What follows belongs to an exercise in optimizing a design on an open flow for small area; a production flow would make more cautious choices. Function was checked by simulation only, so behaviour that the tests miss may differ from the original. No run shown here takes its clock network from TritonCTS; it comes from the design's own scripts or RTL. The clock port is modelled as an ideal driver, which makes a skipped or thinned clock tree look cheaper than it is; a real chip needs a root buffer or a tree. Power figures rest on the tool's default switching activity, not on a simulated workload.

<file path="config.mk">
export PLATFORM = sky130hd
export DESIGN_NAME = APB
export DESIGN_NICKNAME = APB
export VERILOG_FILES = /design/flow/design.v
export SDC_FILE = /design/flow/constraint.sdc
export NUM_CORES = 4
export LEC_CHECK = 0
export CAP_MARGIN = 20
export CORE_MARGIN = 2
export CORE_UTILIZATION = 65
export PLACE_DENSITY = 0.8
export SLEW_MARGIN = 20
</file>
<file path="constraint.sdc">
create_clock -name core_clock -period 10.0 [get_ports {PCLK}]
set_input_delay 2.0000 -clock core_clock [delete_from_list [all_inputs] [get_ports {PCLK}]]
set_output_delay 2.0000 -clock core_clock [all_outputs]
set_load 0.01 [all_outputs]
</file>
<file path="design.v">
module transmitter
(
    input tx_en,
    input [7:0] data,
    input arst_n,
    input rst,
    input clk,
    output TX,
    output busy,
    output reg done
);
localparam [13:0] BAUD_LOAD = 14'b10101010101010;
localparam [13:0] BAUD_LAST = 14'b10010011111001;
reg [13:0] baud;
wire tick = (baud == BAUD_LAST);
reg [9:0] frame;
wire upper_zero = ~|frame[9:1];
wire fin = frame[9] & frame[0];
wire sending = (~upper_zero | frame[0]) & ~fin;
wire last = upper_zero & frame[0];
wire start = upper_zero & ~frame[0] & tx_en;
assign TX = frame[0] | upper_zero;
assign busy = sending | (~fin & tx_en);
wire keep = ~rst;
wire f_load = start & keep;
wire f_shift = tick & ~fin & keep;
wire f_hold = ~tick & ~fin & keep;
wire f_last = tick & last & keep;
always @(posedge clk) begin
    if (start | tick)
        baud <= BAUD_LOAD;
    else
        baud <= {~baud[12:0], baud[13] ^ baud[12]};
end
always @(posedge clk or negedge arst_n) begin
    if (~arst_n) begin
        frame <= 10'b0;
        done <= 1'b0;
    end else begin
    frame <= ({10{f_load}} & {1'b1, data, 1'b0})
           | ({10{f_shift}} & {1'b0, frame[9:1]})
           | ({10{f_hold}} & frame)
           | {f_last, 8'b0, f_last};
    done <= keep & (done | fin);
    end
end
endmodule
module receiver
(
    input clk,
    input rst,
    input arst_n,
    input rx_en,
    input RX,
    output busy,
    output reg done,
    output reg err,
    output [7:0] data
);
localparam [13:0] BAUD_LOAD  = 14'b10101010101010;
localparam [13:0] BAUD_START = 14'b10101010101011;
localparam [13:0] BAUD_LAST  = 14'b10010011111001;
localparam [3:0] S_IDLE = 4'd0;
localparam [3:0] S_FIRST = 4'd13;
localparam [3:0] S_FIN = 4'd2;
reg [13:0] baud;
reg [3:0] st;
reg [9:0] sipo;
reg rx_s1, rx_s2;  
wire tick = (baud == BAUD_LAST);
wire idle = (st == S_IDLE);
wire fin = (st == S_FIN);
wire receiving = ~idle & ~fin;
wire start = idle & rx_s2 & ~rx_s1 & rx_en;
wire sample = receiving & tick;
assign busy = receiving | start;
assign data = sipo[7:0];
wire keep = ~rst;
wire s_shift = sample & keep;
wire s_hold = ~sample & keep;
always @(posedge clk) begin
    rx_s1 <= RX | rst;
    rx_s2 <= rx_s1 | rst;
end
always @(posedge clk) begin
    if (start)
        baud <= BAUD_START;
    else if (tick)
        baud <= BAUD_LOAD;
    else
        baud <= {~baud[12:0], baud[13] ^ baud[12]};
end
always @(posedge clk or negedge arst_n) begin
    if (~arst_n) begin
        st <= S_IDLE;
        sipo <= 10'b0;
        done <= 1'b0;
        err <= 1'b0;
    end else begin
    if (~keep)
        st <= S_IDLE;
    else if (start)
        st <= S_FIRST;
    else if (fin)
        st <= S_IDLE;
    else if (sample)
        st <= {st[2:0], st[3] ^ st[2]};
    sipo <= ({10{s_shift}} & {RX, sipo[9:1]}) | ({10{s_hold}} & sipo);
    done <= keep & (done | (fin & sipo[9]));
    err <= keep & (err | (fin & ~sipo[9]));
    end
end
endmodule
module APB
(
    input PCLK,
    input PRESETn,
    input [31:0] PADDR,
    input PSEL,
    input PENABLE,
    input PWRITE,
    input [31:0] PWDATA,
    output reg [31:0] PRDATA,
    output PREADY
);
reg [31:0] CTRL_REG;  
reg [31:0] TX_DATA;
reg acc;
assign PREADY = acc;
wire tx;
wire tx_busy, tx_done;
transmitter transmitter_UART
(
    .tx_en(CTRL_REG[0]),
    .data(TX_DATA[7:0]),
    .arst_n(PRESETn),
    .rst(CTRL_REG[1]),
    .clk(PCLK),
    .TX(tx),
    .busy(tx_busy),
    .done(tx_done)
);
wire rx_busy, rx_done, rx_err;
wire [7:0] rx_data_wire;
receiver receiver_UART
(
    .clk(PCLK),
    .rst(CTRL_REG[3]),
    .arst_n(PRESETn),
    .rx_en(CTRL_REG[2]),
    .RX(tx),
    .busy(rx_busy),
    .done(rx_done),
    .err(rx_err),
    .data(rx_data_wire)
);
wire hi_zero = ~|PADDR[31:2];
wire sel0 = hi_zero & (PADDR[1:0] == 2'd0);
wire sel1 = hi_zero & (PADDR[1:0] == 2'd1);
wire sel2 = hi_zero & (PADDR[1:0] == 2'd2);
wire sel3 = hi_zero & (PADDR[1:0] == 2'd3);
wire wr = acc & PWRITE;
always @(posedge PCLK or negedge PRESETn) begin
    if (~PRESETn)
        acc <= 1'b0;
    else
        acc <= ~acc & PSEL & PENABLE;
end
always @(posedge PCLK or negedge PRESETn) begin
    if (~PRESETn) begin
        CTRL_REG <= 32'b0;
        TX_DATA <= 32'b0;
    end else begin
        if (wr & sel0) CTRL_REG <= PWDATA;
        if (wr & sel2) TX_DATA <= PWDATA;
    end
end
always @(*) begin
    PRDATA = ({32{sel0}} & CTRL_REG)
           | ({32{sel2}} & TX_DATA)
           | ({32{sel1}} & {27'b0, rx_err, rx_done, rx_busy, tx_done, tx_busy})
           | ({32{sel3}} & {24'b0, rx_data_wire});
end
endmodule
</file>
<file path="flow/run.sh">
#!/bin/bash
# Layout flow: the standard flow (standard.sh) with three changes.
#  1. Synthesis is the standard synthesis (synth_recipe.tcl) except that
#     ABC's final technology mapping runs an area script (flow/area.abc)
#     instead of ORFS's speed script (flow/my_synth.tcl); flip-flops, their
#     names and cells are those of the standard synthesis. Combinational
#     cells are then set to their smallest drive strength (flow/downsize.py);
#     later timing repair upsizes where needed.
#  2. Port buffers use the smallest buffer cell.
#  3. The clock tree is built by flow/clock_tree.tcl: the clock port drives
#     one root buffer, which drives a few leaf buffers, each at the centre of
#     the flip-flops it clocks (no dummy loads).
# Each tool's output goes to a log file of its own in this folder.
set -euo pipefail
here=$(pwd)
plat=$FLOW_HOME/platforms/$FLOW_PLATFORM
res=$here/orfs/results/$FLOW_PLATFORM/APB/base
lib=$plat/lib/sky130_fd_sc_hd__tt_025C_1v80.lib
OPENROAD=$(command -v openroad || echo $FLOW_HOME/../tools/install/OpenROAD/bin/openroad)
export BUFFER_PORTS_ARGS="-buffer_cell sky130_fd_sc_hd__buf_1"
source flow/settings.sh

sed -e "s#@AREA_ABC@#$here/flow/area.abc#" -e "s#@FLOW_SYNTH@#$here/synth_recipe.tcl#" \
    flow/my_synth.tcl > $here/my_synth.tcl
sed -e "s#SYNTH_SCRIPT=[^ ]*#SYNTH_SCRIPT=$here/my_synth.tcl#" standard.sh > $here/my_standard.sh
bash my_standard.sh $res/1_2_yosys.v > synth.log 2>&1
cp $res/1_2_yosys.v $here/1_2_yosys.abc.v
python3 flow/downsize.py $res/1_2_yosys.v $lib > downsize.log 2>&1
bash standard.sh synth > synth_odb.log 2>&1
bash standard.sh place > place.log 2>&1
RES=$res PLAT=$plat $OPENROAD -no_init -exit flow/clock_tree.tcl > cts.log 2>&1
bash standard.sh finish > finish.log 2>&1
</file>
<file path="flow/area.abc">
strash
&get -n
&st
&dch -f
&nf -a -R 1000
&put
mfs2
strash
&get -n
&st
&dch -f
&nf -a -R 1000
&put
topo
</file>
<file path="flow/clock_tree.tcl">
# Clock tree: the clock port drives one root buffer; the root drives a few
# leaf buffers, each placed at the centre of a group of flip-flops it clocks.
# Reads 3_place.odb, writes 4_1_cts.odb and 4_cts.sdc.
# env: RES (results folder), PLAT (platform folder), LEAVES, ROOT_BUF, LEAF_BUF
set plat $::env(PLAT)
set res $::env(RES)
read_lef $plat/lef/sky130_fd_sc_hd.tlef
read_lef $plat/lef/sky130_fd_sc_hd_merged.lef
read_liberty $plat/lib/sky130_fd_sc_hd__tt_025C_1v80.lib
read_db $res/3_place.odb
read_sdc $res/3_place.sdc
source $plat/setRC.tcl

set db [ord::get_db]
set block [ord::get_db_block]
set clk [$block findNet PCLK]
set root_m [$db findMaster $::env(ROOT_BUF)]
set leaf_m [$db findMaster $::env(LEAF_BUF)]
set nleaf $::env(LEAVES)

# sinks: every instance pin on the clock net
set sinks {}
foreach it [$clk getITerms] {
  set inst [$it getInst]
  set bb [$inst getBBox]
  lappend sinks [list $it [expr ([$bb xMin] + [$bb xMax]) / 2] [expr ([$bb yMin] + [$bb yMax]) / 2]]
}
set n [llength $sinks]
puts "clock sinks: $n"

# k-means on sink positions, seeded along the x axis
set sorted [lsort -real -index 1 $sinks]
set cents {}
for {set k 0} {$k < $nleaf} {incr k} {
  set s [lindex $sorted [expr int(($k + 0.5) * $n / $nleaf)]]
  lappend cents [list [lindex $s 1] [lindex $s 2]]
}
set cap [expr {int(ceil(double($n) / $nleaf)) + 1}]
for {set iter 0} {$iter < 30} {incr iter} {
  # capacity-limited assignment: closest (sink, centre) pairs first
  set pairs {}
  for {set i 0} {$i < $n} {incr i} {
    set s [lindex $sinks $i]
    for {set k 0} {$k < $nleaf} {incr k} {
      set c [lindex $cents $k]
      lappend pairs [list [expr {abs([lindex $s 1] - [lindex $c 0]) + abs([lindex $s 2] - [lindex $c 1])}] $i $k]
    }
  }
  set pairs [lsort -real -index 0 $pairs]
  set done [lrepeat $n 0]
  set fill [lrepeat $nleaf 0]
  set groups [lrepeat $nleaf {}]
  foreach p $pairs {
    lassign $p d i k
    if {[lindex $done $i] || [lindex $fill $k] >= $cap} { continue }
    lset done $i 1
    lset fill $k [expr {[lindex $fill $k] + 1}]
    lset groups $k [concat [lindex $groups $k] [list [lindex $sinks $i]]]
  }
  set cents {}
  foreach g $groups {
    set sx 0; set sy 0
    foreach s $g { set sx [expr {$sx + [lindex $s 1]}]; set sy [expr {$sy + [lindex $s 2]}] }
    set m [llength $g]
    if {$m == 0} { set m 1 }
    lappend cents [list [expr {int($sx / $m)}] [expr {int($sy / $m)}]]
  }
}

proc add_buf {block master name x y innet} {
  set inst [odb::dbInst_create $block $master $name]
  $inst setLocation [expr $x - [$master getWidth] / 2] [expr $y - [$master getHeight] / 2]
  $inst setPlacementStatus PLACED
  set out [odb::dbNet_create $block ${name}_net]
  $out setSigType CLOCK
  [$inst findITerm A] connect $innet
  [$inst findITerm X] connect $out
  return $out
}

# root at the centre of the leaves
set rx 0; set ry 0
foreach c $cents { set rx [expr $rx + [lindex $c 0]]; set ry [expr $ry + [lindex $c 1]] }
set rx [expr int($rx / $nleaf)]; set ry [expr int($ry / $nleaf)]
foreach s $sinks { [lindex $s 0] disconnect }
set rootnet [add_buf $block $root_m clkbuf_root $rx $ry $clk]
for {set k 0} {$k < $nleaf} {incr k} {
  set g [lindex $groups $k]
  if {[llength $g] == 0} { continue }
  set c [lindex $cents $k]
  if {$nleaf == 1} {
    set net $rootnet
  } else {
    set net [add_buf $block $leaf_m clkbuf_leaf_$k [lindex $c 0] [lindex $c 1] $rootnet]
  }
  puts "leaf $k: [llength $g] sinks"
  foreach s $g { [lindex $s 0] connect $net }
}

set_propagated_clock [all_clocks]
detailed_placement
check_placement -verbose
estimate_parasitics -placement
set m 0
foreach p [get_pins -hierarchical */CLK] {
  set sl [get_property $p slew_max]
  if {$sl > $m} { set m $sl }
}
puts "max flip-flop clock slew (placement estimate): $m"
report_clock_skew
report_checks -path_delay min -format end -group_path_count 3
report_checks -path_delay max -format end -group_path_count 3
write_db $res/4_1_cts.odb
write_sdc -no_timestamp $res/4_cts.sdc
</file>
<file path="flow/downsize.py">
#!/usr/bin/env python3
"""Swap every combinational cell of a mapped netlist for the smallest drive
strength of the same cell (same function and pins). Flip-flops are kept."""
import re, sys
netlist, lib = sys.argv[1], sys.argv[2]
text = open(lib).read()
area = {}
for m in re.finditer(r'cell\s*\(\s*"?sky130_fd_sc_hd__(\w+?)"?\s*\)\s*\{', text):
    a = re.search(r'\n\s*area\s*:\s*([\d.]+)', text[m.end():m.end() + 4000])
    if a:
        area[m.group(1)] = float(a.group(1))
dont = set(sys.argv[3].split()) if len(sys.argv) > 3 else set()
def smallest(cell):
    base = re.sub(r'_\d+$', '', cell)
    cands = [c for c in area if re.sub(r'_\d+$', '', c) == base
             and 'sky130_fd_sc_hd__' + c not in dont]
    return min(cands, key=lambda c: (area[c], c)) if cands else cell
seq = re.compile(r'^(df|edf|sdf|sedf|dl|ebuf|einv|conb|clkdly|dlygate|dlymetal)')
src = open(netlist).read()
n = 0
def sub(m):
    global n
    cell = m.group(1)
    if seq.match(cell):
        return m.group(0)
    s = smallest(cell)
    if s != cell:
        n += 1
    return 'sky130_fd_sc_hd__' + s + m.group(2)
src = re.sub(r'sky130_fd_sc_hd__(\w+)(\s+\S+\s*\()', sub, src)
open(netlist, 'w').write(src)
print(f"downsize: {n} cells swapped")
</file>
<file path="flow/my_synth.tcl">
# The standard synthesis (synth_recipe.tcl) with one change: the final
# ABC technology mapping runs the area script flow/area.abc instead of
# ORFS's speed script. Everything before it (and so every flip-flop, its
# name and its cell) is the standard synthesis's.
proc abc {args} {
  set i [lsearch -exact $args -script]
  if {$i >= 0} { lset args [expr {$i + 1}] {@AREA_ABC@} }
  yosys abc {*}$args
}
source {@FLOW_SYNTH@}
</file>
<file path="flow/settings.sh">
# clock tree shape (flow/clock_tree.tcl)
export LEAVES=5
export ROOT_BUF=sky130_fd_sc_hd__clkbuf_4
export LEAF_BUF=sky130_fd_sc_hd__clkbuf_16
</file>
<file path="standard.sh">
#!/bin/bash
# synth_recipe.tcl (not shown) runs the flow's synth.tcl, then flattens the netlist and writes it again
# the make line also repeats each setting of config.mk as NAME=value (left out here)
make -C /OpenROAD-flow-scripts/flow DESIGN_CONFIG=/design/flow/config.mk WORK_HOME=/design/flow/orfs CLKGATE_MAP_FILE= SYNTH_SCRIPT=/design/flow/synth_recipe.tcl "${@:-finish}"
</file>
==> results by group, run 1 <==
Logic synthesis
  • Main flop type after synthesis: dfrtp_1
  • Number of synthesized flops with an enable pin: 0
  • Syn Std Cell Area: 0.004820 sq mm
  • Ys Warns: 3
  • Synth cell types: 33
  • Cells after Synth: 386
  • Top cells by area, synth: dfrtp_1, mux2_1, dfxtp_1
  • Syn nets: 458
  • Mean post-synth cell area: 12.49 sq um
  • FFs w/ async S/R, synth: 0.7541
  • Commonest cells post-synth: dfrtp_1, mux2_1, nand2_1
  • Count leader, synth: dfrtp_1
  • Synth Register Bits: 122
  • Register area share after synthesis: 0.6023
  • Share of the synthesized area in the top cell type: 0.4777
  • Largest area contributor in the netlist: dfrtp_1

Worst setup path
  • Worst path slowest cell: nor3b_1
  • Crit-path cells: buf_1 > or4_1 > nor4_1 > nand4_1 > nor3b_1 > o311ai_0 > nand2_1 > buf_1
  • Critical path data required time: 8.00 ns
  • CP bufs+invs: 2
  • Top delay family on crit path: simple AND/OR/NAND/NOR gates
  • Worst setup EP type: primary output
  • CP Class: input pin to primary output
  • Most numerous cell on the critical path: buf_1
  • CP Max Fanout: 5
  • Crit path DAT: 4.29 ns
  • Setup crit start kind: input pin
  • Max incr delay on CP: 0.68 ns

Drt
  • Detail Route Antenna Nets: 0
  • # DRC: 0
  • DR pass1 iterations: 4
  • Routed WL per cell: 16.48 microns
  • Via Count: 3472
  • 1st-iter DRT viols: 197
  • WL final: 9.857 mm
  • Via-to-Cell Ratio: 5.806

Pwr
  • Leakage power: 2.714 nW
  • Cell Pwr Density: 134.1 mW/mm^2
  • Internal Power: 0.5920 mW
  • Part of the power in registers: 0.664
  • Worst vdd ir: 0.0001635 V
  • Clock share of power: 0.308
  • Net Switching: 0.1480 mW
  • Comb pwr share: 0.028
  • Switch share: 0.2000

STA
  • Min Tclk post-route: 6.289 ns
  • Fmax: 0.1590 GHz
  • Max Slew Vio Count: 0
  • Final period util: 0.6289
  • RSZ-0062 raised after global routing: no
  • Slew @ Worst Pin: 0.7744 ns
  • Final setup violation count: 0
  • Worst Skew: 0.006983 ns
  • Setup TNS: 0 ns
  • Hold Fails Final Rpt: 0
  • Fin Hold WS: 0.3821 ns
  • Slew headroom: 0.4793

Place
  • Final GP Congestion: 0.7813
  • Estimated wirelength of the detail-placed design: 6.728 mm
  • PortBufs: 101

Final layout
  • Register area: 0.002903 sq mm
  • Multi-input logic area: 0.001897 sq mm
  • Layout area overhead: 14.49%
  • Fillers: 507
  • Final-stage net count: 573
  • ANT cells: 0
  • Ratio of cells with drive above 1 in the final layout: 0.03006

Outcome
  • Outcome: timing/DRC/antenna clean

Job
  • Max-cap violations: 0

CTS
  • Clock latency (worst-skew pair): 0.45 ns
  • Reg clk slew, reported paths: 0.09 ns

Die
  • Chip width: 90.11 microns
  • Initial Util: 0.6681
  • # rows: 31
  • IO Count: 102
  • Die footprint: 0.008120 sq mm
  • Die Height: 90.11 microns
  • Core box area: 0.007214 sq mm

Global routing
  • Initial antenna violation count: 0
  • Total GRT Usage: 0.2444
  • First-pass GRT wire length: 16.82 mm
  • Pin count of the biggest net entering global routing: 86
  • Grt total ovfl: 0
  • Vias in the first global route: 3594

Min path
  • Min-Delay Path Class: register to register
==> worst reg2reg max path, stage by stage, from the launching register on <==
cell	delay [ns]
dfxtp_1	0.34
nor4bb_1	0.30
nand4b_1	0.15
or3_1	0.43
nor2_1	0.10
nor2_1	0.17
nor2_1	0.56
a22o_1	0.23
==> power by group through the flow <==
stage                     logic (mW)  clock network [mW]  registers [mW]
final                         0.0204               0.228           0.491
after global routing          0.0234               0.257           0.492
after detailed placement      0.0205                   0           0.502
after floorplan              0.00114                   0           0.502
after global placement        0.0193                   0           0.502
==> metrics by stage <==
| stage | cell area (sq um) | cells | utilization | worst slack, ns | power (mW) |
|---|---|---|---|---|---|
| finish | 5518 | 598 | 0.7648 | 3.711 | 0.7400 |
| global route | 5518 | 598 | 0.7648 | 3.358 | 0.7719 |
| detailed placement | 5381 | 592 | 0.7459 | 3.704 | 0.5222 |
| global placement | 5381 | 592 | 0.7459 | 3.769 | 0.5209 |
| floorplan | 4820 | 386 | - | 2.749 | 0.5030 |
==> area by class of cell <==
cell class                 count  share of cell area
buffer                         6             0.02404
sequential                   122              0.5261
timing repair buffer         107             0.07823
inverter                       8            0.005442
tap                           99             0.02245
multi-input combinational    256              0.3438
==> flip-flops by register name, indices dropped and copies added, names as in the netlist <==
| name | cells |
|---|---|
| CTRL_REG | 32 |
| acc | 1 |
| receiver_UART.baud | 14 |
| receiver_UART.sipo | 10 |
| transmitter_UART.frame | 10 |
| receiver_UART.done | 1 |
| transmitter_UART.done | 1 |
| receiver_UART.err | 1 |
| receiver_UART.st | 4 |
| transmitter_UART.baud | 14 |
| receiver_UART.rx_s1 | 1 |
| TX_DATA | 32 |
| receiver_UART.rx_s2 | 1 |
==> final timing paths <==
| path | startpoint | endpoint | slack (ns) | cells past startpoint |
|---|---|---|---|---|
| worst max-delay path | PADDR[5] | PRDATA[0] | 3.71 | 8 |
| worst min-delay path | receiver_UART.baud[8] | receiver_UART.baud[9] | 0.38 | 1 |
| worst max register to register | receiver_UART.baud[5] | receiver_UART.sipo[3] | 7.66 | 7 |
| worst min register to register | receiver_UART.baud[8] | receiver_UART.baud[9] | 0.38 | 1 |
| max in group asynchronous | PRESETn | transmitter_UART.frame[9] | 7.70 | 2 |
| min in group asynchronous | PRESETn | TX_DATA[17] | 1.37 | 1 |
==> cell usage in the layout, fill, tap and decap left out, types with 2 or more instances in the layout <==
cell type  count
nand4b_1       3
nor4_1         8
nand2b_1       4
buf_1        100
nand2_1       45
nor2b_1        2
nand4_1        3
clkbuf_4       2
or2_0          2
nor2_1        30
buf_4          5
ha_1           3
o21ai_0        2
a22oi_1       16
nor3b_1        2
a22o_1        34
mux2_1        64
clkbuf_16      5
clkinv_1       8
dfrtp_1       92
nor4bb_1       2
a21oi_1        7
dfxtp_1       30
and3_1         3
nand3_1        5
a222oi_1       4
or4_1          2
nor3_1         4
==> kinds of logic after synthesis <==
logic type                 Yosys count  synth area share
buffers and inverters                8          0.006231
muxes                               64            0.1495
and+or+nand+nor                    121            0.1207
adders and majority gates            3          0.007789
DFF                                122            0.6023
AOI/OAI and AO/OA                   68            0.1135
==> layer usage <==
metal	GRT usage	wire length [microns]
met3	0.02850	431
met1	0.3316	4259
met5	0	0
met2	0.4386	5040
met4	0.03333	125
==> run 2: changes to the inputs <==
--- a/design.v
+++ b/design.v
@@ -12,7 +12,8 @@
 localparam [13:0] BAUD_LOAD = 14'b10101010101010;
 localparam [13:0] BAUD_LAST = 14'b10010011111001;
 reg [13:0] baud;
-wire tick = (baud == BAUD_LAST);
+localparam [13:0] TICK_MASK = 14'b11110101111111;
+wire tick = ((baud & TICK_MASK) == (BAUD_LAST & TICK_MASK));
 reg [9:0] frame;
 wire upper_zero = ~|frame[9:1];
 wire fin = frame[9] & frame[0];
@@ -21,7 +22,7 @@
 wire start = upper_zero & ~frame[0] & tx_en;
 assign TX = frame[0] | upper_zero;
 assign busy = sending | (~fin & tx_en);
-wire keep = ~rst;
+wire keep = arst_n & ~rst;
 wire f_load = start & keep;
 wire f_shift = tick & ~fin & keep;
 wire f_hold = ~tick & ~fin & keep;
@@ -32,17 +33,12 @@
     else
         baud <= {~baud[12:0], baud[13] ^ baud[12]};
 end
-always @(posedge clk or negedge arst_n) begin
-    if (~arst_n) begin
-        frame <= 10'b0;
-        done <= 1'b0;
-    end else begin
+always @(posedge clk) begin
     frame <= ({10{f_load}} & {1'b1, data, 1'b0})
            | ({10{f_shift}} & {1'b0, frame[9:1]})
            | ({10{f_hold}} & frame)
            | {f_last, 8'b0, f_last};
     done <= keep & (done | fin);
-    end
 end
 endmodule
 module receiver
@@ -62,12 +58,13 @@
 localparam [13:0] BAUD_LAST  = 14'b10010011111001;
 localparam [3:0] S_IDLE = 4'd0;
 localparam [3:0] S_FIRST = 4'd13;
-localparam [3:0] S_FIN = 4'd2;
+localparam [3:0] S_FIN = 4'd1;
 reg [13:0] baud;
 reg [3:0] st;
 reg [9:0] sipo;
 reg rx_s1, rx_s2;  
-wire tick = (baud == BAUD_LAST);
+localparam [13:0] TICK_MASK = 14'b11110101111111;
+wire tick = ((baud & TICK_MASK) == (BAUD_LAST & TICK_MASK));
 wire idle = (st == S_IDLE);
 wire fin = (st == S_FIN);
 wire receiving = ~idle & ~fin;
@@ -75,7 +72,7 @@
 wire sample = receiving & tick;
 assign busy = receiving | start;
 assign data = sipo[7:0];
-wire keep = ~rst;
+wire keep = arst_n & ~rst;
 wire s_shift = sample & keep;
 wire s_hold = ~sample & keep;
 always @(posedge clk) begin
@@ -90,13 +87,7 @@
     else
         baud <= {~baud[12:0], baud[13] ^ baud[12]};
 end
-always @(posedge clk or negedge arst_n) begin
-    if (~arst_n) begin
-        st <= S_IDLE;
-        sipo <= 10'b0;
-        done <= 1'b0;
-        err <= 1'b0;
-    end else begin
+always @(posedge clk) begin
     if (~keep)
         st <= S_IDLE;
     else if (start)
@@ -104,11 +95,10 @@
     else if (fin)
         st <= S_IDLE;
     else if (sample)
-        st <= {st[2:0], st[3] ^ st[2]};
+        st <= {st[2:0], st[3] ^ st[0]};
     sipo <= ({10{s_shift}} & {RX, sipo[9:1]}) | ({10{s_hold}} & sipo);
     done <= keep & (done | (fin & sipo[9]));
     err <= keep & (err | (fin & ~sipo[9]));
-    end
 end
 endmodule
 module APB
@@ -160,20 +150,14 @@
 wire sel2 = hi_zero & (PADDR[1:0] == 2'd2);
 wire sel3 = hi_zero & (PADDR[1:0] == 2'd3);
 wire wr = acc & PWRITE;
-always @(posedge PCLK or negedge PRESETn) begin
-    if (~PRESETn)
-        acc <= 1'b0;
-    else
-        acc <= ~acc & PSEL & PENABLE;
-end
-always @(posedge PCLK or negedge PRESETn) begin
-    if (~PRESETn) begin
-        CTRL_REG <= 32'b0;
-        TX_DATA <= 32'b0;
-    end else begin
-        if (wr & sel0) CTRL_REG <= PWDATA;
-        if (wr & sel2) TX_DATA <= PWDATA;
-    end
+wire ctrl_load = wr & sel0 & PRESETn;
+wire ctrl_hold = ~(wr & sel0) & PRESETn;
+wire txd_load = wr & sel2 & PRESETn;
+wire txd_hold = ~(wr & sel2) & PRESETn;
+always @(posedge PCLK) begin
+    acc <= PRESETn & ~acc & PSEL & PENABLE;
+    CTRL_REG <= ({32{ctrl_load}} & PWDATA) | ({32{ctrl_hold}} & CTRL_REG);
+    TX_DATA <= ({32{txd_load}} & PWDATA) | ({32{txd_hold}} & TX_DATA);
 end
 always @(*) begin
     PRDATA = ({32{sel0}} & CTRL_REG)
--- a/flow/run.sh
+++ b/flow/run.sh
@@ -2,8 +2,10 @@
 # Layout flow: the standard flow (standard.sh) with three changes.
 #  1. Synthesis is the standard synthesis (synth_recipe.tcl) except that
 #     ABC's final technology mapping runs an area script (flow/area.abc)
-#     instead of ORFS's speed script (flow/my_synth.tcl); flip-flops, their
-#     names and cells are those of the standard synthesis. Combinational
+#     instead of ORFS's speed script (flow/my_synth.tcl), and without ORFS's
+#     half/full adder extraction (ADDER_MAP_FILE empty), which left XOR gates
+#     as half-adder cells ABC cannot optimise; flip-flops, their names and
+#     cells are those of the standard synthesis. Combinational
 #     cells are then set to their smallest drive strength (flow/downsize.py);
 #     later timing repair upsizes where needed.
 #  2. Port buffers use the smallest buffer cell.
@@ -22,10 +24,11 @@
 
 sed -e "s#@AREA_ABC@#$here/flow/area.abc#" -e "s#@FLOW_SYNTH@#$here/synth_recipe.tcl#" \
     flow/my_synth.tcl > $here/my_synth.tcl
-sed -e "s#SYNTH_SCRIPT=[^ ]*#SYNTH_SCRIPT=$here/my_synth.tcl#" standard.sh > $here/my_standard.sh
+sed -e "s#SYNTH_SCRIPT=[^ ]*#SYNTH_SCRIPT=$here/my_synth.tcl ADDER_MAP_FILE=#" standard.sh > $here/my_standard.sh
 bash my_standard.sh $res/1_2_yosys.v > synth.log 2>&1
 cp $res/1_2_yosys.v $here/1_2_yosys.abc.v
 python3 flow/downsize.py $res/1_2_yosys.v $lib > downsize.log 2>&1
+python3 flow/prebuffer.py $res/1_2_yosys.v 24 > prebuffer.log 2>&1
 bash standard.sh synth > synth_odb.log 2>&1
 bash standard.sh place > place.log 2>&1
 RES=$res PLAT=$plat $OPENROAD -no_init -exit flow/clock_tree.tcl > cts.log 2>&1
==> flow/prebuffer.py (new file) <==
#!/usr/bin/env python3
"""Put a buf_4 after the combinational driver of every net with at least MIN
loads; the buffer drives all the loads, the driver only the buffer."""
import re, sys, collections
netlist, limit = sys.argv[1], int(sys.argv[2])
src = open(netlist).read()
cell_re = re.compile(r'sky130_fd_sc_hd__(\w+)\s+(\S+)\s*\((.*?)\);', re.S)
pin_re = re.compile(r'\.(\w+)\(([^()]*?)\s*\)')
outs = ('X', 'Y', 'Q', 'Q_N', 'HI', 'LO', 'COUT', 'SUM')
insts = []
for m in cell_re.finditer(src):
    insts.append((m, m.group(1), m.group(2), [(p, v.strip()) for p, v in pin_re.findall(m.group(3))]))
driver = {}
loads = collections.Counter()
for k, (m, c, n, pins) in enumerate(insts):
    for p, v in pins:
        if p in outs:
            driver[v] = k
        else:
            loads[v] += 1
ports = set(re.findall(r'^\s*(?:input|output)\s+(?:\[[^\]]*\]\s*)?(\S+?)\s*;', src, re.M))
seq = re.compile(r'^(df|edf|sdf|sedf|dl|conb)')
n = 0
repl = {}
wires = []
for net, cnt in loads.items():
    if cnt < limit or net not in driver or net in ports:
        continue
    k = driver[net]
    m, c, name, pins = insts[k]
    if seq.match(c):
        continue
    new = f'_prebuf{n}_'
    wires.append(new)
    body = m.group(0)
    body = pin_re.sub(lambda pm: f'.{pm.group(1)}({new})' if pm.group(1) in outs and pm.group(2).strip() == net else pm.group(0), body)
    body += f'\n  sky130_fd_sc_hd__buf_4 prebuf{n} (\n    .A({new}),\n    .X({net})\n  );'
    repl[m.start()] = (m.end(), body)
    n += 1
out = []
last = 0
for s in sorted(repl):
    e, body = repl[s]
    out.append(src[last:s]); out.append(body); last = e
out.append(src[last:])
res = ''.join(out)
decl = ''.join(f'  wire {w};\n' for w in wires)
res = re.sub(r'(module\s+\w+\s*\([^;]*\);\n)', lambda mm: mm.group(1) + decl, res, count=1)
open(netlist, 'w').write(res)
print(f"prebuffer: {n} nets buffered")
==> flow/settings.sh (replaced) <==
# clock tree shape (flow/clock_tree.tcl)
export LEAVES=4
export ROOT_BUF=sky130_fd_sc_hd__clkbuf_4
export LEAF_BUF=sky130_fd_sc_hd__buf_12
--- a/config.mk
+++ b/config.mk
@@ -5,8 +5,8 @@
 export SDC_FILE = /design/flow/constraint.sdc
 export NUM_CORES = 4
 export LEC_CHECK = 0
-export CAP_MARGIN = 20
+export CAP_MARGIN = 10
 export CORE_MARGIN = 2
 export CORE_UTILIZATION = 65
 export PLACE_DENSITY = 0.8
-export SLEW_MARGIN = 20
+export SLEW_MARGIN = 10
==> run 2 against run 1 <==
Net effect: register-to-register slack got worse by 0.25 ns; clock power fell by 12%; total power grew 20%; die area is 13% lower; design area is 13% lower; clock skew increased by 0.0035 ns; hold slack improved by 0.011 ns; fmax is 2.7% higher; global-route usage rose by 1.3 points; sequential cell count did not move; first-iteration DRC count is 6.6% lower; critical path type unchanged; largest cell class unchanged.
==> results by group, run 2 <==
Worst setup path
  • Crit path DAT: 4.13 ns (was 4.29 ns)
  • Max incr delay on CP: 0.62 ns (was 0.68 ns)
  • CP Class: input pin to primary output (unchanged)
  • Crit-path cells: buf_1 > or4_1 > nor3_1 > nand4_1 > nor3b_1 > o21ai_0 > nand2_1 > a221o_1 > buf_1 (was buf_1 > or4_1 > nor4_1 > nand4_1 > nor3b_1 > o311ai_0 > nand2_1 > buf_1)
  • Critical path data required time: 8.00 ns (about the same)
  • Worst path slowest cell: nor3b_1 (unchanged)
  • Top delay family on crit path: simple AND/OR/NAND/NOR gates (unchanged)
  • Worst setup EP type: primary output (unchanged)
  • CP Max Fanout: 5 (unchanged)
  • Setup crit start kind: input pin (unchanged)
  • CP bufs+invs: 2 (unchanged)
  • Most numerous cell on the critical path: buf_1 (unchanged)

Drt
  • Metal-1 WL: 4.325 mm (was 4.259 mm)
  • Wire length on met3: 468 microns (was 431 microns)
  • Met2 WL: 4.578 mm (was 5.040 mm)
  • DR pass1 iterations: 5 (was 4)
  • Detail Route Antenna Nets: 0 (unchanged)
  • Routed WL per cell: 16.54 microns (was 16.48 microns)
  • 1st-iter DRT viols: 184 (was 197)
  • Via-to-Cell Ratio: 6.075 (was 5.806)
  • Via Count: 3499 (was 3472)
  • # DRC: 0 (unchanged)
  • Top Metal Used: met4 (unchanged)
  • WL final: 9.527 mm (was 9.857 mm)

Pwr
  • Cell Pwr Density: 185.9 mW/mm^2 (was 134.1 mW/mm^2)
  • Comb pwr share: 0.103 (was 0.028)
  • Clock share of power: 0.226 (was 0.308)
  • Net Switching: 0.2197 mW (was 0.1480 mW)
  • Worst vdd ir: 0.0001482 V (was 0.0001635 V)
  • Part of the power in registers: 0.672 (was 0.664)
  • Internal Power: 0.6694 mW (was 0.5920 mW)
  • Switch share: 0.2471 (was 0.2000)
  • Leakage power: 1.908 nW (was 2.714 nW)

STA
  • Max Slew Vio Count: 0 (unchanged)
  • RSZ-0062 raised after global routing: no (unchanged)
  • Slew @ Worst Pin: 0.9946 ns (was 0.7744 ns)
  • Worst Skew: 0.01047 ns (was 0.006983 ns)
  • Setup TNS: 0 ns (unchanged)
  • Final period util: 0.6126 (was 0.6289)
  • Slew headroom: 0.3308 (was 0.4793)
  • Final setup violation count: 0 (unchanged)
  • Hold Fails Final Rpt: 0 (unchanged)
  • Fmax: 0.1632 GHz (was 0.1590 GHz)
  • Min Tclk post-route: 6.126 ns (was 6.289 ns)

Final layout
  • Commonest non-fill, non-tap cell in the layout: dfxtp_1 (was buf_1)
  • Final Instance Area: 0.004782 sq mm (was 0.005518 sq mm)
  • Layout area overhead: 14.29% (was 14.49%)
  • ANT cells: 0 (unchanged)
  • Ratio of cells with drive above 1 in the final layout: 0.03607 (was 0.03006)
  • Most frequent cells in the layout: dfxtp_1, buf_1, a22o_1, nand2_1, nor2_1 (was buf_1, dfrtp_1, mux2_1, nand2_1, a22o_1)
  • Final-stage net count: 570 (was 573)
  • Largest regs: CTRL_REG x32, TX_DATA x32 (unchanged)
  • Fillers: 455 (was 507)

Min path
  • Min-Delay Path Class: register to register (unchanged)

Global routing
  • Vias in the first global route: 3302 (was 3594)
  • Total GRT Usage: 0.2570 (was 0.2444)
  • Initial antenna violation count: 0 (unchanged)
  • Grt total ovfl: 0 (unchanged)
  • Pin count of the biggest net entering global routing: 34 (was 86)
  • First-pass GRT wire length: 15.62 mm (was 16.82 mm)

Logic synthesis
  • Cells after Synth: 392 (was 386)
  • Mean post-synth cell area: 10.67 sq um (was 12.49 sq um)
  • Syn nets: 461 (was 458)
  • Syn Std Cell Area: 0.004184 sq mm (was 0.004820 sq mm)
  • Ys Warns: 3 (unchanged)

Die
  • # rows: 29 (was 31)
  • Die footprint: 0.007095 sq mm (was 0.008120 sq mm)
  • Chip width: 84.23 microns (was 90.11 microns)
  • Die Height: 84.23 microns (was 90.11 microns)
  • Core box area: 0.006277 sq mm (was 0.007214 sq mm)
  • IO Count: 102 (unchanged)
  • Initial Util: 0.6665 (was 0.6681)

CTS
  • Clock latency (worst-skew pair): 0.42 ns (was 0.45 ns)
  • Reg clk slew, reported paths: 0.10 ns (was 0.09 ns)

Place
  • Placed cell areas: 0.004695 sq mm (was 0.005381 sq mm)
  • Final GP Congestion: 0.8256 (was 0.7813)
  • Estimated wirelength of the detail-placed design: 6.403 mm (was 6.728 mm)
  • PortBufs: 101 (unchanged)

Job
  • Max-cap violations: 0 (unchanged)

Outcome
  • Outcome: timing/DRC/antenna clean (unchanged)
## run 2: cell type report
type / count / area [sq um] / area share
Multi-Input combinational cell: 259 / 1705 / 0.3566
Timing Repair Buffer: 108 / 431.7 / 0.09027
Tap cell: 77 / 96.34 / 0.02015
Buffer: 5 / 87.58 / 0.01832
Inverter: 5 / 18.77 / 0.003925
Sequential cell: 122 / 2442 / 0.5107
## run 2: power groups by stage
stage	registers [mW]	clock network, mW	logic (mW)
2_1_floorplan	0.596	0	0.0633
3_3_place_gp	0.606	0	0.0856
3_5_place_dp	0.608	0	0.0907
5_1_grt	0.605	0.220	0.102
6_report	0.597	0.200	0.0912
## run 2: through the flow
stage / setup slack, ns / power (mW) / util / cells / hold WS, ns
after floorplan: 4.442 / 0.6596 / - / 392 / 0.3532
after global placement: 3.924 / 0.6912 / 0.7479 / 571 / 0.3662
after detailed placement: 3.888 / 0.6984 / 0.7479 / 571 / 0.3678
after global routing: 3.578 / 0.9274 / 0.7618 / 576 / 0.4102
final: 3.874 / 0.8891 / 0.7618 / 576 / 0.3928
## run 2: routing by layer
metal  vias to the layer above  global-route usage
li1                       1706                   -
met1                      1677              0.3678
met2                       102              0.4315
met3                        14             0.02655
met4                         0             0.04545
met5                         -                   0
## run 2: final timing paths
kind / startpoint / end / slack [ns] / depth (start not counted)
worst max-delay path: PADDR[5] / PRDATA[2] / 3.87 / 9
worst min-delay path: receiver_UART.baud[9] / receiver_UART.baud[10] / 0.39 / 1
worst min register to register: receiver_UART.baud[9] / receiver_UART.baud[10] / 0.39 / 1
worst max register to register: transmitter_UART.baud[11] / transmitter_UART.frame[7] / 7.41 / 6
==> run 3: changes to the inputs <==
--- a/flow/run.sh
+++ b/flow/run.sh
@@ -7,7 +7,9 @@
 #     as half-adder cells ABC cannot optimise; flip-flops, their names and
 #     cells are those of the standard synthesis. Combinational
 #     cells are then set to their smallest drive strength (flow/downsize.py);
-#     later timing repair upsizes where needed.
+#     later timing repair upsizes where needed. The driver of each net
+#     with 24 or more loads is duplicated, each copy driving half of the
+#     loads (flow/split_fanout.py), so such nets need no buffers.
 #  2. Port buffers use the smallest buffer cell.
 #  3. The clock tree is built by flow/clock_tree.tcl: the clock port drives
 #     one root buffer, which drives a few leaf buffers, each at the centre of
@@ -28,7 +30,7 @@
 bash my_standard.sh $res/1_2_yosys.v > synth.log 2>&1
 cp $res/1_2_yosys.v $here/1_2_yosys.abc.v
 python3 flow/downsize.py $res/1_2_yosys.v $lib > downsize.log 2>&1
-python3 flow/prebuffer.py $res/1_2_yosys.v 24 > prebuffer.log 2>&1
+python3 flow/split_fanout.py $res/1_2_yosys.v 24 > split_fanout.log 2>&1
 bash standard.sh synth > synth_odb.log 2>&1
 bash standard.sh place > place.log 2>&1
 RES=$res PLAT=$plat $OPENROAD -no_init -exit flow/clock_tree.tcl > cts.log 2>&1
==> flow/split_fanout.py (new file) <==
#!/usr/bin/env python3
"""Duplicate the combinational driver of every net with at least MIN loads:
the copy drives half of the loads (same cell, same inputs), so that no
buffer tree is needed there. Flip-flops and ports are not touched."""
import re, sys, collections
netlist, limit = sys.argv[1], int(sys.argv[2])
src = open(netlist).read()
cell_re = re.compile(r'(\s*)sky130_fd_sc_hd__(\w+)\s+(\S+)\s*\((.*?)\);', re.S)
pin_re = re.compile(r'\.(\w+)\(([^()]*?)\s*\)')
outs = ('X', 'Y', 'Q', 'Q_N', 'HI', 'LO', 'COUT', 'SUM')
insts = []
for m in cell_re.finditer(src):
    pins = [(p, v.strip()) for p, v in pin_re.findall(m.group(4))]
    insts.append((m, m.group(2), m.group(3), pins))
driver = {}
loads = collections.defaultdict(list)
for k, (m, c, n, pins) in enumerate(insts):
    for p, v in pins:
        if p in outs:
            driver[v] = k
        else:
            loads[v].append((k, p))
ports = set(re.findall(r'^\s*(?:input|output)\s+(?:\[[^\]]*\]\s*)?(\S+?)\s*;', src, re.M))
seq = re.compile(r'^(df|edf|sdf|sedf|dl|conb)')
moves = {}   # (inst index, pin) -> new net
extra = []   # (after inst index, text)
wires = []
n = 0
for net, ls in loads.items():
    if len(ls) < limit or net not in driver or net in ports:
        continue
    k = driver[net]
    m, c, name, pins = insts[k]
    if seq.match(c) or sum(p in outs for p, _ in pins) != 1:
        continue
    new = f'_split{n}_'
    wires.append(new)
    half = sorted(ls)[len(ls) // 2:]
    for key in half:
        moves[key] = new
    body = ',\n    '.join(f'.{p}({new if p in outs else v})' for p, v in pins)
    extra.append((k, f'\n  sky130_fd_sc_hd__{c} {name.rstrip()}_split{n} (\n    {body}\n  );'))
    n += 1
out = []
last = 0
add = collections.defaultdict(list)
for k, t in extra:
    add[k].append(t)
for k, (m, c, name, pins) in enumerate(insts):
    out.append(src[last:m.start()])
    text = m.group(0)
    if any((k, p) in moves for p, _ in pins):
        def rep(pm):
            p, v = pm.group(1), pm.group(2)
            return f'.{p}({moves[(k, p)]})' if (k, p) in moves else pm.group(0)
        text = pin_re.sub(rep, text)
    out.append(text)
    out.extend(add[k])
    last = m.end()
out.append(src[last:])
res = ''.join(out)
decl = ''.join(f'  wire {w};\n' for w in wires)
res = re.sub(r'(module\s+\w+\s*\([^;]*\);\n)', lambda mm: mm.group(1) + decl, res, count=1)
open(netlist, 'w').write(res)
print(f"split_fanout: {n} drivers duplicated")
removed: flow/prebuffer.py
==> run 3 against run 2 <==
Net effect: fmax shrank 6.7%; clock skew is essentially flat; wire length grew 2.9%; area after synthesis shrank 0.30%; setup slack lost 0.44 ns; combinational power grew 0.5%; clock power grew 2%; die area shrank 0.28%; global-route usage grew 0.90 points; critical endpoint is now PRDATA[7]; highest routed layer unchanged.
==> results by group, run 3 <==
STA
  • Slew headroom: 0.2091 (was 0.3308)
  • Fmax: 0.1523 GHz (was 0.1632 GHz)
  • Final period util: 0.6565 (was 0.6126)
  • Slew @ Worst Pin: 1.182 ns (was 0.9946 ns)
  • Max Slew Vio Count: 0 (unchanged)
  • Min Tclk post-route: 6.565 ns (was 6.126 ns)
  • Worst Skew: 0.01021 ns (was 0.01047 ns)
  • Setup TNS: 0 ns (unchanged)
  • Hold Fails Final Rpt: 0 (unchanged)
  • Final setup violation count: 0 (unchanged)
  • RSZ-0062 raised after global routing: no (unchanged)

Min path
  • Hold_sp: transmitter_UART.baud[9] (was receiver_UART.baud[9])
  • Worst hold endpoint: transmitter_UART.baud[10] (was receiver_UART.baud[10])
  • Min-Delay Path Class: register to register (unchanged)
  • Hold depth: 1 (unchanged)

Worst setup path
  • Critical path data required time: 8.00 ns (about the same)
  • CP Class: input pin to primary output (unchanged)
  • Crit Reg-Reg Endpoint: receiver_UART.sipo[9] (was transmitter_UART.frame[7])
  • Setup crit start kind: input pin (unchanged)
  • Worst setup EP type: primary output (unchanged)
  • CP Max Fanout: 17 (was 5)
  • Max incr delay on CP: 1.01 ns (was 0.62 ns)
  • Worst reg-to-reg path cell count: 7 (was 6)
  • Worst reg2reg setup slack: 7.44 ns (was 7.41 ns)
  • Worst path slowest cell: nor3b_2 (was nor3b_1)
  • Crit-path cells: buf_1 > or4_1 > nor3_1 > nand4_1 > nor3b_2 > a222oi_1 > clkinv_1 > buf_1 (was buf_1 > or4_1 > nor3_1 > nand4_1 > nor3b_1 > o21ai_0 > nand2_1 > a221o_1 > buf_1)
  • Most numerous cell on the critical path: buf_1 (unchanged)
  • R2r startpoint: receiver_UART.baud[1] (was transmitter_UART.baud[11])
  • Crit path DAT: 4.56 ns (was 4.13 ns)

Global routing
  • Total GRT Usage: 0.2659 (was 0.2570)
  • Pin count of the biggest net entering global routing: 33 (was 34)
  • First-pass GRT wire length: 15.96 mm (was 15.62 mm)
  • Grt total ovfl: 0 (unchanged)
  • Initial antenna violation count: 0 (unchanged)
  • Vias in the first global route: 3378 (was 3302)

Drt
  • Routed WL per cell: 16.87 microns (was 16.54 microns)
  • WL final: 9.799 mm (was 9.527 mm)
  • 1st-iter DRT viols: 210 (was 184)
  • DR pass1 iterations: 5 (unchanged)
  • Via-to-Cell Ratio: 6.091 (was 6.075)
  • Detail Route Antenna Nets: 0 (unchanged)
  • Via Count: 3539 (was 3499)
  • # DRC: 0 (unchanged)

Final layout
  • Commonest non-fill, non-tap cell in the layout: dfxtp_1 (unchanged)
  • Final Core Density: 0.7656 (was 0.7618)
  • Final-stage net count: 575 (was 570)
  • Fillers: 471 (was 455)
  • Most frequent cells in the layout: dfxtp_1, buf_1, a22o_1, nand2_1, nor2_1 (unchanged)
  • Multi-input logic area: 0.001737 sq mm (was 0.001705 sq mm)
  • Largest regs: CTRL_REG x32, TX_DATA x32 (unchanged)
  • ANT cells: 0 (unchanged)
  • Non-filler cells, final: 581 (was 576)
  • Register area: 0.002442 sq mm (unchanged)
  • Layout area overhead: 15.21% (was 14.29%)
  • Ratio of cells with drive above 1 in the final layout: 0.03175 (was 0.03607)

Pwr
  • Worst vdd ir: 0.0001705 V (was 0.0001482 V)
  • Leakage power: 1.913 nW (was 1.908 nW)
  • Cell Pwr Density: 185.7 mW/mm^2 (was 185.9 mW/mm^2)

Die
  • Chip width: 84.11 microns (was 84.23 microns)
  • Initial Util: 0.6645 (was 0.6665)
  • IO Count: 102 (unchanged)
  • Core box area: 0.006277 sq mm (unchanged)
  • # rows: 29 (unchanged)
  • Die footprint: 0.007074 sq mm (was 0.007095 sq mm)
  • Die Height: 84.11 microns (was 84.23 microns)

Logic synthesis
  • Syn nets: 461 (unchanged)
  • Cells after Synth: 392 (unchanged)
  • Syn Std Cell Area: 0.004172 sq mm (was 0.004184 sq mm)
  • Ys Warns: 3 (unchanged)
  • Mean post-synth cell area: 10.64 sq um (was 10.67 sq um)

Place
  • Placed cells: 576 (was 571)
  • Final GP Congestion: 0.8315 (was 0.8256)
  • PortBufs: 101 (unchanged)
  • Estimated wirelength of the detail-placed design: 6.858 mm (was 6.403 mm)

CTS
  • Clock latency (worst-skew pair): 0.43 ns (was 0.42 ns)
  • Reg clk slew, reported paths: 0.11 ns (was 0.10 ns)

Job
  • Max-cap violations: 0 (unchanged)

Outcome
  • Outcome: timing/DRC/antenna clean (unchanged)
run 3: cell type report:
| class | instances | share of cell area |
|---|---|---|
| well taps | 77 | 0.02005 |
| inverters | 5 | 0.003905 |
| plain buffers | 5 | 0.01822 |
| multi-input cells | 265 | 0.3614 |
| repair buffers | 107 | 0.08826 |
| flip-flops and latches | 122 | 0.5082 |
run 3: worst max path at each step:
stage | startpoint | endpoint | slack (ns) | depth (start not counted)
finish | PADDR[4] | PRDATA[7] | 3.44 | 8
global placement | PADDR[5] | PRDATA[2] | 3.55 | 7
floorplan | PADDR[5] | PRDATA[5] | 3.79 | 6
detailed placement | PADDR[4] | PRDATA[7] | 3.44 | 8
global route | PADDR[5] | PRDATA[6] | 3.34 | 8
run 3: power breakdown:
part / switching, mW / internal (mW)
clock network: 0.137 / 0.0670
registers: 0.0386 / 0.558
logic: 0.0471 / 0.0445
total: 0.222 / 0.670
run 3: critical path: cells and delay by family:
kind                   cells  cell delay, ns
buffers and inverters      3            0.32
AND/OR/NAND/NOR            4            1.97
AO/OA/AOI/OAI              1            0.25
run 3: through the flow:
stage | hold slack (ns) | total power, mW | area [sq um] | worst slack, ns
floorplan | 0.3532 | 0.6590 | 4172 | 3.787
global placement | 0.3606 | 0.6933 | 4718 | 3.550
detailed placement | 0.3626 | 0.6989 | 4718 | 3.438
global route | 0.4068 | 0.9337 | 4806 | 3.344
finish | 0.3901 | 0.8923 | 4806 | 3.435
run 3: layer usage:
metal | wire length, microns | track usage
met5 | 0 | 0
met1 | 4256 | 0.3684
met2 | 4761 | 0.4538
met4 | 155 | 0.04692
met3 | 627 | 0.03561

-- static timing again, ports no longer ideal --
The flow's constraints put no driver on any port. The routed layouts listed below were extracted and timed again, unchanged, in two steps. Step 1 (the two cells are an assumption about what drives the block):
set clk [get_ports {PCLK}]
set_driving_cell -lib_cell sky130_fd_sc_hd__clkbuf_16 $clk
set_driving_cell -lib_cell sky130_fd_sc_hd__buf_2 [delete_from_list [all_inputs] $clk]
Step 2 adds t to the input delays and takes it off the output delays; t is the mean of the earliest and latest rising clock arrival at the registers after step 1. Input paths then give back, and output paths get back, about the clock's delay inside the block. a / b / c = no drivers / after step 1 / after step 2; a / b = the first two.
run	t, ns	setup WS [ns]	hold slack, ns	worst data-port slew with drivers (ns)	cell pins on the clock port's net
run 1	0.477	3.711 / 3.685 / 3.685	0.382 / 0.382 / 0.382	0.05	1
run 2	0.442	3.874 / 3.853 / 3.853	0.393 / 0.393 / 0.393	0.05	1
run 3	0.456	3.435 / 3.408 / 3.408	0.390 / 0.390 / 0.390	0.04	1
After both steps every run listed still meets setup and hold. The setup slack of run 3, which loses most, moves by -0.027 ns with the drivers and by -0.027 ns with both steps.
